This is an optimization exercise on Yosys and OpenROAD, whose aim is small area, a short achievable clock period and few clock cycles, not a production implementation.
Where RTL was checked, it was by simulation tests only, not by an equivalence proof against the original.
Power figures rest on the tool's default switching activity, not on a simulated workload.

== run R ==
==> module qdec_Arith_decoder, before the edit <==
module qdec_Arith_decoder (
    input  logic        clk,
    input  logic        rst_n,
    input  logic        arithInit,  
    input  logic        dec_run,    
    input  logic        EPMode,     
    input  logic [6:0]  ctxState,   
    output logic        dec_rdy,    
    output logic        ruiBin,
    output logic        ruiBin_vld,
    output logic [6:0]  ctxStateUpdate,
    input  logic [7:0]  bitstreamFetch,
    input  logic        bitstreamFetch_vld,
    output logic        bitstreamFetch_rdy
);
localparam logic [1:0] S_IDLE  = 2'd0;  
localparam logic [1:0] S_INIT0 = 2'd1;  
localparam logic [1:0] S_INIT1 = 2'd2;  
localparam logic [1:0] S_READY = 2'd3;  
logic [1:0]  state;
logic [15:0] uiDist;
logic [7:0]  uiRange;
logic [2:0]  bitsNeeded;  
logic        binVld;      
logic        binEp;
logic        binBorrow;   
logic [7:0]  binLps;
logic [2:0]  binLpsBits;  
logic        binRenorm;   
logic [6:0]  resState;    
logic [7:0]  byteBuf;
logic        byteVld;
logic [7:0]  byte0;         
logic [7:0]  byteNext;      
logic        fetch;
logic        popInit;       
logic        popBin;        
logic        keepByte;      
logic        haveByte;      
assign keepByte = byteVld & !popBin & !popInit;
assign bitstreamFetch_rdy = !keepByte;
assign fetch    = bitstreamFetch_vld & bitstreamFetch_rdy;
assign byte0    = byteBuf;
assign byteNext = keepByte ? byteBuf : bitstreamFetch;
assign haveByte = keepByte | bitstreamFetch_vld;
always_ff @(posedge clk)
    if(!rst_n) byteVld <= 1'b0;
    else byteVld <= haveByte;
always_ff @(posedge clk)
    if(fetch) byteBuf <= bitstreamFetch;
logic [23:0] distX;
logic [8:0]  rangeMps;   
logic [9:0]  subHi;      
logic [9:0]  diffHi;
logic [23:0] distSel;
logic [8:0]  rangeSel;
logic [2:0]  shiftBy;
logic [23:0] distNext;
logic [8:0]  rangeNext;
logic [3:0]  bitsSum;
logic [15:0] curDist;    
logic [7:0]  curRange;
logic [2:0]  curBits;
logic [14:0] fillBits;
logic [15:0] curDistF;   
logic [7:0]  nextBits;
assign nextBits  = byte0 << bitsNeeded;
assign distX     = {uiDist, ~nextBits};
assign rangeMps  = {1'b1, uiRange} - {1'b0, binLps};
assign subHi     = binEp ? {2'b01, uiRange} : {1'b0, binLps, 1'b0};
assign diffHi    = distX[23:14] - subHi;
assign distSel   = binBorrow ? distX : {diffHi, distX[13:0]};
assign rangeSel  = binBorrow ? {1'b0, binLps} : rangeMps;
assign shiftBy   = binEp ? 3'd1 : binBorrow ? binLpsBits : {2'b00, binRenorm};
assign distNext  = distSel << shiftBy;
assign rangeNext = rangeSel << shiftBy;
assign bitsSum   = {1'b0, bitsNeeded} + {1'b0, shiftBy};
assign popBin    = binVld & (binEp ? (bitsNeeded == 3'd7) :
                            binBorrow ? ({1'b0, bitsNeeded} + {1'b0, binLpsBits} >= 4'd8) :
                            (binRenorm & (bitsNeeded == 3'd7)));
assign curDist   = binVld ? distNext[23:8] : uiDist;
assign curRange  = (binVld & !binEp) ? rangeNext[7:0] : uiRange;
assign curBits   = binVld ? bitsSum[2:0] : bitsNeeded;
assign fillBits  = {7'h0, byteNext} << curBits;
assign curDistF  = curDist & ~{9'h0, fillBits[14:8]};
logic accept;
assign dec_rdy  = (state == S_READY) & haveByte;
assign accept   = dec_run & dec_rdy;
logic [7:0]  uiLPS;
logic [2:0]  lpsBits;
logic [9:0]  epHi;
logic        borrow;
qdec_lps_tab u_lps(.i({ctxState[6:1], curRange[7:6]}), .lps(uiLPS));
assign lpsBits = uiLPS[7] ? 3'd1 : uiLPS[6] ? 3'd2 : uiLPS[5] ? 3'd3 :
                 uiLPS[4] ? 3'd4 : uiLPS[3] ? 3'd5 : 3'd6;
assign epHi   = curDistF[15:6];
assign borrow = EPMode ? (epHi < {2'b01, curRange}) : (curDist[15:7] < {1'b0, uiLPS});
always_comb begin
    popInit = 1'b0;
    if(state == S_INIT0 || state == S_INIT1) popInit = byteVld;
end
always_ff @(posedge clk)
    if(!rst_n) state <= S_IDLE;
    else if(arithInit) state <= S_INIT0;
    else if(state == S_INIT0) begin
        if(popInit) state <= S_INIT1;
    end
    else if(state == S_INIT1) begin
        if(popInit) state <= S_READY;
    end
always_ff @(posedge clk)
    if(state == S_INIT0) begin
        if(popInit) uiDist[15:8] <= 8'hFE - byte0;
    end
    else if(state == S_INIT1) begin
        uiRange    <= 8'd254;  
        bitsNeeded <= 3'd0;
        if(popInit) uiDist[7:0] <= ~byte0;
    end
    else begin
        uiDist     <= haveByte ? curDistF : curDist;
        uiRange    <= curRange;
        bitsNeeded <= curBits;
    end
always_ff @(posedge clk)
    if(!rst_n) binVld <= 1'b0;
    else binVld <= accept;
always_ff @(posedge clk) begin
    binEp     <= EPMode;
    binBorrow <= borrow;
    binLps    <= uiLPS;
    binLpsBits <= lpsBits;
    binRenorm <= (uiLPS > curRange);
    resState  <= {ctxState[6:1], ctxState[0] & !EPMode};
end
logic [6:0] nxtMps;  
logic [6:0] nxtLps;  
logic [5:0] nxtLpsIdx;
assign nxtMps = {(resState[6:1] >= 6'd62) ? resState[6:1] : resState[6:1] + 6'd1, resState[0]};
qdec_nxt_lps_tab u_nxt_lps(.i(resState[6:1]), .nl(nxtLpsIdx));
assign nxtLps = {nxtLpsIdx, resState[0] ^ (resState[6:1] == 6'd0)};
assign ruiBin_vld     = binVld;
assign ruiBin         = resState[0] ^ binBorrow;
assign ctxStateUpdate = binBorrow ? nxtLps : nxtMps;
endmodule
==> flow/config.mk <==
export PLATFORM = sky130hd
export DESIGN_NAME = qdec_Arith_decoder
export DESIGN_NICKNAME = qdec_Arith_decoder
export VERILOG_FILES = /design/flow/design.v
export SDC_FILE = /design/flow/constraint.sdc
export NUM_CORES = 4
export LEC_CHECK = 0
export ABC_AREA = 1
export CAP_MARGIN = 20
export CORE_MARGIN = 2
export CORE_UTILIZATION = 50
export CTS_BUF_LIST = sky130_fd_sc_hd__clkbuf_4 sky130_fd_sc_hd__clkbuf_8
export SETUP_SLACK_MARGIN = 3.5
export SLEW_MARGIN = 20
==> flow/constraint.sdc <==
create_clock -name core_clock -period 8.0 [get_ports {clk}]
set_input_delay 1.6000 -clock core_clock [delete_from_list [all_inputs] [get_ports {clk}]]
set_output_delay 1.6000 -clock core_clock [all_outputs]
set_load 0.01 [all_outputs]
run.sh (not shown) runs the stock make flow with config.mk's settings and CLKGATE_MAP_FILE= SYNTH_SCRIPT=/design/flow/synth_recipe.tcl, a recipe that flattens the netlist after the stock synthesis.
Run R: all stages complete, timing, DRC and antenna checks passed
For run M, these inputs were changed with respect to run R:
diff --git a/flow/design.v b/flow/design.v
--- a/flow/design.v
+++ b/flow/design.v
@@ -26,8 +26,10 @@
 logic        binBorrow;   
 logic [7:0]  binLps;
 logic [2:0]  binLpsBits;  
 logic        binRenorm;   
+logic [1:0]  binQMps;     
+logic [1:0]  binQLps;     
 logic [6:0]  resState;    
 logic [7:0]  byteBuf;
 logic        byteVld;
 logic [7:0]  byte0;         
@@ -59,8 +61,9 @@
 logic [8:0]  rangeNext;
 logic [3:0]  bitsSum;
 logic [15:0] curDist;    
 logic [7:0]  curRange;
+logic [1:0]  curQ;       
 logic [2:0]  curBits;
 logic [14:0] fillBits;
 logic [15:0] curDistF;   
 logic [7:0]  nextBits;
@@ -79,8 +82,9 @@
                             binBorrow ? ({1'b0, bitsNeeded} + {1'b0, binLpsBits} >= 4'd8) :
                             (binRenorm & (bitsNeeded == 3'd7)));
 assign curDist   = binVld ? distNext[23:8] : uiDist;
 assign curRange  = (binVld & !binEp) ? rangeNext[7:0] : uiRange;
+assign curQ      = !(binVld & !binEp) ? uiRange[7:6] : binBorrow ? binQLps : binQMps;
 assign curBits   = binVld ? bitsSum[2:0] : bitsNeeded;
 assign fillBits  = {7'h0, byteNext} << curBits;
 assign curDistF  = curDist & ~{9'h0, fillBits[14:8]};
 logic accept;
@@ -89,9 +93,13 @@
 logic [7:0]  uiLPS;
 logic [2:0]  lpsBits;
 logic [9:0]  epHi;
 logic        borrow;
-qdec_lps_tab u_lps(.i({ctxState[6:1], curRange[7:6]}), .lps(uiLPS));
+qdec_lps_tab u_lps(.i({ctxState[6:1], curQ}), .lps(uiLPS));
+logic [8:0]  rangeNow;
+logic [7:0]  rangeLpsNow;
+assign rangeNow    = {1'b1, curRange} - {1'b0, uiLPS};
+assign rangeLpsNow = uiLPS << lpsBits;
 assign lpsBits = uiLPS[7] ? 3'd1 : uiLPS[6] ? 3'd2 : uiLPS[5] ? 3'd3 :
                  uiLPS[4] ? 3'd4 : uiLPS[3] ? 3'd5 : 3'd6;
 assign epHi   = curDistF[15:6];
 assign borrow = EPMode ? (epHi < {2'b01, curRange}) : (curDist[15:7] < {1'b0, uiLPS});
@@ -129,9 +137,11 @@
     binEp     <= EPMode;
     binBorrow <= borrow;
     binLps    <= uiLPS;
     binLpsBits <= lpsBits;
-    binRenorm <= (uiLPS > curRange);
+    binRenorm <= !rangeNow[8];
+    binQMps   <= rangeNow[8] ? rangeNow[7:6] : rangeNow[6:5];
+    binQLps   <= rangeLpsNow[7:6];
     resState  <= {ctxState[6:1], ctxState[0] & !EPMode};
 end
 logic [6:0] nxtMps;  
 logic [6:0] nxtLps;  
[summary]
[compare] base=run R new=run M: number of register bits inferred by synthesis picked up an extra about 7%; total number of vias climbed 217. Higher mean area per synthesized cell goes to run R over run M. The higher wire length the detailed router placed on met1 came out of run M. Sort run R and run M by final cell count, ascending, and run R comes first. Area of all sequential standard cells in run M is 4.7% higher than in run R. Re number of antenna cells inserted: no difference whatsoever between run M and run R. Sort run R and run M by HPWL after detailed placement, descending, and run M comes first.
Testbench counts of run M, summed over its fixed seeds: cycles 32,096.
No functional check of the RTL was part of run R.

* * *

qdec_Arith_decoder with an RTL version that a note above also has.
Size: ~1400 cells after synthesis, about 64 flip-flops, ~32 I/O pins, ~8100 um^2 of cells after synthesis.
==> module qdec_Arith_decoder, before the edit <==
module qdec_Arith_decoder (
    input  logic        clk,
    input  logic        rst_n,
    input  logic        arithInit,  
    input  logic        dec_run,    
    input  logic        EPMode,     
    input  logic [6:0]  ctxState,   
    output logic        dec_rdy,    
    output logic        ruiBin,
    output logic        ruiBin_vld,
    output logic [6:0]  ctxStateUpdate,
    input  logic [7:0]  bitstreamFetch,
    input  logic        bitstreamFetch_vld,
    output logic        bitstreamFetch_rdy
);
localparam logic [1:0] S_IDLE  = 2'd0;  
localparam logic [1:0] S_INIT0 = 2'd1;  
localparam logic [1:0] S_INIT1 = 2'd2;  
localparam logic [1:0] S_READY = 2'd3;  
logic [1:0]  state;
logic [15:0] uiDist;
logic [7:0]  uiRange;
logic [2:0]  bitsNeeded;  
logic        binVld;      
logic        binEp;
logic        binBorrow;   
logic [7:0]  binLps;
logic [2:0]  binLpsBits;  
logic        binRenorm;   
logic [1:0]  binQMps;     
logic [1:0]  binQLps;     
logic [6:0]  resState;    
logic [7:0]  byteBuf;
logic        byteVld;
logic [7:0]  byte0;         
logic [7:0]  byteNext;      
logic        fetch;
logic        popInit;       
logic        popBin;        
logic        keepByte;      
logic        haveByte;      
assign keepByte = byteVld & !popBin & !popInit;
assign bitstreamFetch_rdy = !keepByte;
assign fetch    = bitstreamFetch_vld & bitstreamFetch_rdy;
assign byte0    = byteBuf;
assign byteNext = keepByte ? byteBuf : bitstreamFetch;
assign haveByte = keepByte | bitstreamFetch_vld;
always_ff @(posedge clk)
    if(!rst_n) byteVld <= 1'b0;
    else byteVld <= haveByte;
always_ff @(posedge clk)
    if(fetch) byteBuf <= bitstreamFetch;
logic [23:0] distX;
logic [8:0]  rangeMps;   
logic [9:0]  subHi;      
logic [9:0]  diffHi;
logic [23:0] distSel;
logic [8:0]  rangeSel;
logic [2:0]  shiftBy;
logic [23:0] distNext;
logic [8:0]  rangeNext;
logic [3:0]  bitsSum;
logic [15:0] curDist;    
logic [7:0]  curRange;
logic [1:0]  curQ;       
logic [2:0]  curBits;
logic [14:0] fillBits;
logic [15:0] curDistF;   
logic [7:0]  nextBits;
assign nextBits  = byte0 << bitsNeeded;
assign distX     = {uiDist, ~nextBits};
assign rangeMps  = {1'b1, uiRange} - {1'b0, binLps};
assign subHi     = binEp ? {2'b01, uiRange} : {1'b0, binLps, 1'b0};
assign diffHi    = distX[23:14] - subHi;
assign distSel   = binBorrow ? distX : {diffHi, distX[13:0]};
assign rangeSel  = binBorrow ? {1'b0, binLps} : rangeMps;
assign shiftBy   = binEp ? 3'd1 : binBorrow ? binLpsBits : {2'b00, binRenorm};
assign distNext  = distSel << shiftBy;
assign rangeNext = rangeSel << shiftBy;
assign bitsSum   = {1'b0, bitsNeeded} + {1'b0, shiftBy};
assign popBin    = binVld & (binEp ? (bitsNeeded == 3'd7) :
                            binBorrow ? ({1'b0, bitsNeeded} + {1'b0, binLpsBits} >= 4'd8) :
                            (binRenorm & (bitsNeeded == 3'd7)));
assign curDist   = binVld ? distNext[23:8] : uiDist;
assign curRange  = (binVld & !binEp) ? rangeNext[7:0] : uiRange;
assign curQ      = !(binVld & !binEp) ? uiRange[7:6] : binBorrow ? binQLps : binQMps;
assign curBits   = binVld ? bitsSum[2:0] : bitsNeeded;
assign fillBits  = {7'h0, byteNext} << curBits;
assign curDistF  = curDist & ~{9'h0, fillBits[14:8]};
logic accept;
assign dec_rdy  = (state == S_READY) & haveByte;
assign accept   = dec_run & dec_rdy;
logic [7:0]  uiLPS;
logic [2:0]  lpsBits;
logic [9:0]  epHi;
logic        borrow;
qdec_lps_tab u_lps(.i({ctxState[6:1], curQ}), .lps(uiLPS));
logic [8:0]  rangeNow;
logic [7:0]  rangeLpsNow;
assign rangeNow    = {1'b1, curRange} - {1'b0, uiLPS};
assign rangeLpsNow = uiLPS << lpsBits;
assign lpsBits = uiLPS[7] ? 3'd1 : uiLPS[6] ? 3'd2 : uiLPS[5] ? 3'd3 :
                 uiLPS[4] ? 3'd4 : uiLPS[3] ? 3'd5 : 3'd6;
assign epHi   = curDistF[15:6];
assign borrow = EPMode ? (epHi < {2'b01, curRange}) : (curDist[15:7] < {1'b0, uiLPS});
always_comb begin
    popInit = 1'b0;
    if(state == S_INIT0 || state == S_INIT1) popInit = byteVld;
end
always_ff @(posedge clk)
    if(!rst_n) state <= S_IDLE;
    else if(arithInit) state <= S_INIT0;
    else if(state == S_INIT0) begin
        if(popInit) state <= S_INIT1;
    end
    else if(state == S_INIT1) begin
        if(popInit) state <= S_READY;
    end
always_ff @(posedge clk)
    if(state == S_INIT0) begin
        if(popInit) uiDist[15:8] <= 8'hFE - byte0;
    end
    else if(state == S_INIT1) begin
        uiRange    <= 8'd254;  
        bitsNeeded <= 3'd0;
        if(popInit) uiDist[7:0] <= ~byte0;
    end
    else begin
        uiDist     <= haveByte ? curDistF : curDist;
        uiRange    <= curRange;
        bitsNeeded <= curBits;
    end
always_ff @(posedge clk)
    if(!rst_n) binVld <= 1'b0;
    else binVld <= accept;
always_ff @(posedge clk) begin
    binEp     <= EPMode;
    binBorrow <= borrow;
    binLps    <= uiLPS;
    binLpsBits <= lpsBits;
    binRenorm <= !rangeNow[8];
    binQMps   <= rangeNow[8] ? rangeNow[7:6] : rangeNow[6:5];
    binQLps   <= rangeLpsNow[7:6];
    resState  <= {ctxState[6:1], ctxState[0] & !EPMode};
end
logic [6:0] nxtMps;  
logic [6:0] nxtLps;  
logic [5:0] nxtLpsIdx;
assign nxtMps = {(resState[6:1] >= 6'd62) ? resState[6:1] : resState[6:1] + 6'd1, resState[0]};
qdec_nxt_lps_tab u_nxt_lps(.i(resState[6:1]), .nl(nxtLpsIdx));
assign nxtLps = {nxtLpsIdx, resState[0] ^ (resState[6:1] == 6'd0)};
assign ruiBin_vld     = binVld;
assign ruiBin         = resState[0] ^ binBorrow;
assign ctxStateUpdate = binBorrow ? nxtLps : nxtMps;
endmodule
clock: 8.0 ns
lec_check: 0
abc_area: 1
cap_margin: 20
core_margin: 2
core_utilization: 50
cts_buf_list: sky130_fd_sc_hd__clkbuf_4 sky130_fd_sc_hd__clkbuf_8
setup_slack_margin: 4
slew_margin: 20
The first run went through all stages and came out clean.
Testbench counts at the start, summed over its fixed seeds: cycles 32,096.
Change:
--- a/flow/design.v
+++ b/flow/design.v
@@ -27,7 +27,7 @@
 logic [7:0]  binLps;
 logic [2:0]  binLpsBits;  
 logic        binRenorm;   
-logic [1:0]  binQMps;     
+logic [2:0]  binRmHi;     
 logic [1:0]  binQLps;     
 logic [6:0]  resState;    
 logic [7:0]  byteBuf;
@@ -83,7 +83,8 @@
                             (binRenorm & (bitsNeeded == 3'd7)));
 assign curDist   = binVld ? distNext[23:8] : uiDist;
 assign curRange  = (binVld & !binEp) ? rangeNext[7:0] : uiRange;
-assign curQ      = !(binVld & !binEp) ? uiRange[7:6] : binBorrow ? binQLps : binQMps;
+assign curQ      = !(binVld & !binEp) ? uiRange[7:6] : binBorrow ? binQLps :
+                   binRenorm ? binRmHi[1:0] : binRmHi[2:1];
 assign curBits   = binVld ? bitsSum[2:0] : bitsNeeded;
 assign fillBits  = {7'h0, byteNext} << curBits;
 assign curDistF  = curDist & ~{9'h0, fillBits[14:8]};
@@ -139,7 +140,7 @@
     binLps    <= uiLPS;
     binLpsBits <= lpsBits;
     binRenorm <= !rangeNow[8];
-    binQMps   <= rangeNow[8] ? rangeNow[7:6] : rangeNow[6:5];
+    binRmHi   <= rangeNow[7:5];
     binQLps   <= rangeLpsNow[7:6];
     resState  <= {ctxState[6:1], ctxState[0] & !EPMode};
 end
Result: The changed run finished with timing, DRC and antenna clean. Cell count drops slightly. Fmax rises slightly. Die area barely changes. Area after synthesis stays flat. Count of clock-buffer cells in the layout drops by 1. Total power goes down slightly. Worst hold slack is about the same. Cell area drops slightly.
Testbench counts after the change, summed over its fixed seeds: cycles 32,096.

static timing again, ports no longer ideal:
The results above use ideal ports. As a check the final layouts listed here were re-extracted and re-timed, cells and wires unchanged.
Step 1: set_driving_cell puts a clkbuf_16 on clk and a buf_2 on each other input, an assumption about the parent block.
Step 2 moves the port delays by t, midway between the first and last clock arrival at a register: inputs arrive t later, outputs are due t later. That takes back most of the time a late clock gives input paths.
Three values: no drivers, after step 1, after step 2; two values: the first two.
run	t (ns)	slack for setup (ns)	slew at the worst register clock pin (ns)	worst data-port slew with drivers (ns)
run R	0.397	3.448 / 3.470 / 3.073	0.08 / 0.08	0.03
run M	0.396	3.677 / 3.644 / 3.295	0.08 / 0.08	0.03
the first run of note 2	0.390	4.019 / 4.016 / 3.627	0.08 / 0.08	0.05
the second run of note 2	0.391	4.095 / 4.079 / 3.762	0.08 / 0.08	0.06
After both steps every run listed still meets setup and hold. The setup slack of the first run of note 2, which loses most, moves by -0.003 ns with the drivers and by -0.392 ns with both steps.
